Source: an optimization exercise on an open RTL-to-GDS flow (aim: small area). Production flows keep margins and buffers that such runs may drop. Only simulation tests tie the RTL to the original design; equivalence was not proved.

==> job 816: inputs <==
## display
module display(pclk, rst, head_A, body_A, head_B, body_B, game_board_data, snake_data, food_time, food_count, state, winner, len_a, len_b, raddr1, raddr2, rgb, hs, vs, an, c
);
export LEC_CHECK = 0
export ABC_AREA = 1
export CAP_MARGIN = 20
export CORE_MARGIN = 2
export CORE_UTILIZATION = 55
export GPL_TIMING_DRIVEN = 0
export PLACE_DENSITY = 0.75
export SLEW_MARGIN = 20
create_clock -name core_clock -period 40.0 [get_ports {pclk}]
standard.sh (not shown) runs the stock make flow with config.mk's settings and CLKGATE_MAP_FILE= SYNTH_SCRIPT=/design/flow/synth_recipe.tcl, a recipe that flattens the netlist after the stock synthesis.
==> flow/flow/run.sh <==
#!/bin/bash
# Own layout flow: the standard synthesis, then the combinational logic
# between the (unchanged) registers is re-mapped for area with ABC (dch +
# amap), then the standard layout from floorplan on, with the port
# buffers made from the smallest buffer cell. Each tool's output goes to a
# log file of its own in this folder.
set -euo pipefail
RES=orfs/results/${FLOW_PLATFORM}/display/base
LOGS=orfs/logs/${FLOW_PLATFORM}/display/base
YOSYS=$(command -v yosys || echo "$FLOW_HOME/../tools/install/yosys/bin/yosys")

bash standard.sh synth > std_synth.log 2>&1

cp $RES/1_2_yosys.v std_1_2_yosys.v
grep -o -- "-dont_use [A-Za-z0-9_]*" $LOGS/1_2_yosys.log | sort -u | tr '\n' ' ' > dont_use.txt
LIB=$FLOW_HOME/platforms/${FLOW_PLATFORM}/lib/sky130_fd_sc_hd__tt_025C_1v80.lib \
IN=std_1_2_yosys.v OUT=resynth.v ABCS=flow/amap.abc \
  "$YOSYS" -c flow/resynth.tcl > resynth.log 2>&1
cp resynth.v $RES/1_2_yosys.v
rm -f $RES/1_synth.odb $RES/1_synth.sdc

bash standard.sh "BUFFER_PORTS_ARGS=-buffer_cell sky130_fd_sc_hd__buf_1" finish > std_finish.log 2>&1
test -f out/final.def
==> flow/flow/amap.abc <==
strash
dch -f
amap
topo
==> flow/flow/resynth.tcl <==
# Re-map the combinational logic of the standard synthesis's netlist. The
# registers (and tie cells) are kept as they are, with their names.
set lib $::env(LIB)
yosys read_liberty -ignore_miss_func $lib
yosys read_verilog $::env(IN)
yosys hierarchy -top $::env(FLOW_TOP)
yosys setattr -mod -set keep_hierarchy 1 sky130_fd_sc_hd__df* sky130_fd_sc_hd__sdf* sky130_fd_sc_hd__ed* sky130_fd_sc_hd__dl* sky130_fd_sc_hd__conb_1
yosys flatten
yosys opt_clean -purge
yosys tee -o resynth_before.txt stat
set du [string trim [read [open dont_use.txt]]]
yosys abc -script $::env(ABCS) -liberty $lib {*}$du
yosys opt_clean -purge
yosys hilomap -singleton -hicell sky130_fd_sc_hd__conb_1 HI -locell sky130_fd_sc_hd__conb_1 LO
yosys insbuf -buf sky130_fd_sc_hd__buf_4 A X
yosys blackbox sky130_fd_sc_hd__*
yosys read_liberty -lib $lib
yosys tee -o resynth_stat.txt stat -liberty $lib
yosys check -assert -mapped
yosys write_verilog -noattr -nohex -nodec $::env(OUT)
==> job 8177: changes against job 816 <==
==> flow/run.sh (new file) <==
#!/bin/bash
# synth_recipe.tcl (not shown) runs the flow's synth.tcl, then flattens the netlist and writes it again
# the make line also repeats each setting of config.mk as NAME=value (left out here)
make -C /OpenROAD-flow-scripts/flow DESIGN_CONFIG=/design/flow/config.mk WORK_HOME=/design/flow/orfs CLKGATE_MAP_FILE= SYNTH_SCRIPT=/design/flow/synth_recipe.tcl finish
GPL_TIMING_DRIVEN = default   (was 0)
removed: flow/flow/run.sh
removed: flow/flow/amap.abc
removed: flow/flow/resynth.tcl
removed: flow/standard.sh
==> impl_metrics.ini <==
[run_status]
status = timing/DRC/antenna clean

[clock_tree]
cts_setup_buffers = 1

[finish]
final_cell_area_um2 = 10710
layout_commonest_cell = nor2_1

[critical_path]
cpLargestDelayFamily = compound AO/OA/AOI/OAI gates
critPathMaxStageDelay_ns = 0.30
r2r_slack_ns = 33.28
arrival_ns = 29.54

[die]
fp.dieW_um = 132.5
row_count = 46

[power_and_ir_drop]
(the above is from job 816)
==> impl_metrics.ini <==
[run_status]
status = timing/DRC/antenna clean

[critical_path]
r2r_slack_ns = 34.19
critPathMaxStageDelay_ns = 0.53
arrival_ns = 28.39

[die]
row_count = 53
fp.dieW_um = 150.7

[finish]
final_cell_area_um2 = 14190

[clock_tree]
cts_setup_buffers = 0
(the above is from job 8177)

---

==> job 9217 <==
Another version of the RTL of display (not shown whole).
Settings: LEC_CHECK=0, ABC_AREA=1, CAP_MARGIN=20, CORE_MARGIN=2, CORE_UTILIZATION=55, GPL_TIMING_DRIVEN=0, PLACE_DENSITY=0.75, SLEW_MARGIN=20; clock period 40.0 ns.
==> flow/flow/run.sh <==
#!/bin/bash
# Own layout flow: the standard synthesis, then the combinational logic
# between the (unchanged) registers is re-mapped for area with ABC (dch +
# amap), then the standard layout from floorplan on, with the port
# buffers made from the smallest buffer cell and a clock tree of small
# clock buffers. Each tool's output goes to a
# log file of its own in this folder.
set -euo pipefail
RES=orfs/results/${FLOW_PLATFORM}/display/base
LOGS=orfs/logs/${FLOW_PLATFORM}/display/base
YOSYS=$(command -v yosys || echo "$FLOW_HOME/../tools/install/yosys/bin/yosys")

bash standard.sh synth > std_synth.log 2>&1

cp $RES/1_2_yosys.v std_1_2_yosys.v
grep -o -- "-dont_use [A-Za-z0-9_]*" $LOGS/1_2_yosys.log | sort -u | tr '\n' ' ' > dont_use.txt
LIB=$FLOW_HOME/platforms/${FLOW_PLATFORM}/lib/sky130_fd_sc_hd__tt_025C_1v80.lib \
IN=std_1_2_yosys.v OUT=resynth.v ABCS=flow/amap.abc \
  "$YOSYS" -c flow/resynth.tcl > resynth.log 2>&1
cp resynth.v $RES/1_2_yosys.v
rm -f $RES/1_synth.odb $RES/1_synth.sdc

CTS="-sink_clustering_enable -repair_clock_nets -root_buf sky130_fd_sc_hd__clkbuf_8 -buf_list sky130_fd_sc_hd__clkbuf_4 -dont_use_dummy_load"
bash standard.sh "BUFFER_PORTS_ARGS=-buffer_cell sky130_fd_sc_hd__buf_1" "CTS_ARGS=$CTS" finish > std_finish.log 2>&1
test -f out/final.def
==> flow/flow/amap.abc <==
strash
dch -f
amap
strash
dch -f
amap
topo
==> flow/flow/resynth.tcl <==
# Re-map the combinational logic of the standard synthesis's netlist. The
# registers (and tie cells) are kept as they are, with their names.
set lib $::env(LIB)
yosys read_liberty -ignore_miss_func $lib
yosys read_verilog $::env(IN)
yosys hierarchy -top $::env(FLOW_TOP)
yosys setattr -mod -set keep_hierarchy 1 sky130_fd_sc_hd__df* sky130_fd_sc_hd__sdf* sky130_fd_sc_hd__ed* sky130_fd_sc_hd__dl* sky130_fd_sc_hd__conb_1
yosys flatten
yosys rename -hide w:*.*
yosys opt_clean -purge
yosys tee -o resynth_before.txt stat
set du [string trim [read [open dont_use.txt]]]
yosys abc -script $::env(ABCS) -liberty $lib {*}$du
yosys opt_clean -purge
yosys hilomap -singleton -hicell sky130_fd_sc_hd__conb_1 HI -locell sky130_fd_sc_hd__conb_1 LO
yosys insbuf -buf sky130_fd_sc_hd__buf_4 A X
yosys blackbox sky130_fd_sc_hd__*
yosys read_liberty -lib $lib
yosys tee -o resynth_stat.txt stat -liberty $lib
yosys check -assert -mapped
yosys write_verilog -noattr -nohex -nodec $::env(OUT)
==> job 6211 (differences from job 9217) <==
==> flow/flow/run.sh (replaced) <==
#!/bin/bash
# Own layout flow: the standard synthesis, then the combinational logic
# between the (unchanged) registers is re-mapped for area with ABC (dch +
# amap, a few variants, keeping the smallest), then the standard layout from floorplan on, with the port
# buffers made from the smallest buffer cell and a clock tree of small
# clock buffers. Each tool's output goes to a
# log file of its own in this folder.
set -euo pipefail
RES=orfs/results/${FLOW_PLATFORM}/display/base
LOGS=orfs/logs/${FLOW_PLATFORM}/display/base
YOSYS=$(command -v yosys || echo "$FLOW_HOME/../tools/install/yosys/bin/yosys")

bash standard.sh synth > std_synth.log 2>&1

cp $RES/1_2_yosys.v std_1_2_yosys.v
grep -o -- "-dont_use [A-Za-z0-9_]*" $LOGS/1_2_yosys.log | sort -u | tr '\n' ' ' > dont_use.txt
# a few area mapping scripts; keep the smallest result
LIB=$FLOW_HOME/platforms/${FLOW_PLATFORM}/lib/sky130_fd_sc_hd__tt_025C_1v80.lib
best=""; best_area=""
for m in map1 map2 map3 map4; do
  LIB=$LIB IN=std_1_2_yosys.v OUT=resynth_$m.v ABCS=flow/$m.abc STAT=resynth_stat_$m.txt \
    "$YOSYS" -c flow/resynth.tcl > resynth_$m.log 2>&1
  a=$(awk '/Chip area/ {print $NF}' resynth_stat_$m.txt)
  echo "$m $a" >> resynth_areas.txt
  if [[ -z "$best" ]] || awk -v a="$a" -v b="$best_area" 'BEGIN {exit !(a < b)}'; then
    best=$m; best_area=$a
  fi
done
echo "chosen $best $best_area" >> resynth_areas.txt
cp resynth_$best.v $RES/1_2_yosys.v
rm -f $RES/1_synth.odb $RES/1_synth.sdc

CTS="-sink_clustering_enable -repair_clock_nets -root_buf sky130_fd_sc_hd__clkbuf_8 -buf_list sky130_fd_sc_hd__clkbuf_4 -dont_use_dummy_load"
bash standard.sh "BUFFER_PORTS_ARGS=-buffer_cell sky130_fd_sc_hd__buf_1" "CTS_ARGS=$CTS" finish > std_finish.log 2>&1
test -f out/final.def
==> flow/flow/map1.abc (new file) <==
strash
dch -f
amap
strash
dch -f
amap
topo
==> flow/flow/map2.abc (new file) <==
strash
dch -f
amap
strash
dch -f
map -a
strash
dch -f
amap
topo
==> flow/flow/map3.abc (new file) <==
strash
dch -f
amap
strash
dch -f
amap
strash
dch -f
amap
topo
==> flow/flow/map4.abc (new file) <==
strash
dch -f
amap
topo
--- a/flow/flow/resynth.tcl
+++ b/flow/flow/resynth.tcl
@@ -16,6 +16,6 @@
 yosys insbuf -buf sky130_fd_sc_hd__buf_4 A X
 yosys blackbox sky130_fd_sc_hd__*
 yosys read_liberty -lib $lib
-yosys tee -o resynth_stat.txt stat -liberty $lib
+yosys tee -o $::env(STAT) stat -liberty $lib
 yosys check -assert -mapped
 yosys write_verilog -noattr -nohex -nodec $::env(OUT)
removed: flow/flow/amap.abc
==> comparison table <==
metric	job 6211	job 9217
Worst Slack Setup Final	5.867 ns	5.514 ns
Area grow syn2layout	13.40%	13.45%
Synthesized instance count	1466	1480
Site row count	44	45
Multi-input logic area	0.006490 mm^2	0.006455 mm^2
Final min period	34.13 ns	34.49 ns
Share of cells above drive strength 1	0.9564%	1.008%
Detail Route met3 WL	1803 um	1569 um
Global-route wire length before repair	43280 um	40410 um
Final Core Density	64.42%	63.03%
Critical path startpoint	len_a[31]	len_b[31]
Final wirelength	26000 um	24900 um
Nets	1821	1835
Global Route met2 Usage	52.59%	48.39%
Status	timing/DRC/antenna clean	timing/DRC/antenna clean
Sum of buffers and inverters on the critical path	15	14
Number of nets in the synthesized netlist	1612	1626
Timing endpoint of the critical path	c[1]	c[0]
Hold path startpoint	g_LEN_cnt[3]	g_LEN_cnt[7]
Worst r2r path cells	20	22
Worst clock skew	0.01662 ns	0.01897 ns
Clock network share of area	1.313%	1.307%
Met3 Resource Use GR	4.523%	3.978%
Worst max-slew margin expressed relative to the limit	27.27%	35.65%

[port drivers added, routing unchanged]
Ports are ideal in the flow. The routed layouts listed here were re-timed in OpenROAD. Step 1 assumes that a clkbuf_16 drives the clock port and a buf_2 every other input. Step 2 times the ports against the registers' clock, not the clock port: input delays grow and output delays shrink by t, the midpoint of the rising clock arrivals with the driver on. a / b / c = ideal / step 1 / step 2; a / b = the first two.
| run | shift t [ns] | setup slack, ns | worst setup path after step 2 | clock arrival spread, ns | pins driven straight from the clock port |
|---|---|---|---|---|---|
| job 816 | 0.330 | 2.456 / 2.436 / 2.436 | input to output | 0.008 / 0.007 | 1 |
| job 8177 | 0.330 | 3.613 / 3.593 / 3.593 | input to output | 0.007 / 0.007 | 1 |
| job 9217 | 0.376 | 5.514 / 5.492 / 5.492 | input to output | 0.019 / 0.020 | 1 |
| job 6211 | 0.383 | 5.867 / 5.843 / 5.843 | input to output | 0.018 / 0.017 | 1 |
After both steps every run listed still meets setup and hold. The setup slack of job 6211, which loses most, moves by -0.024 ns with the drivers and by -0.024 ns with both steps.
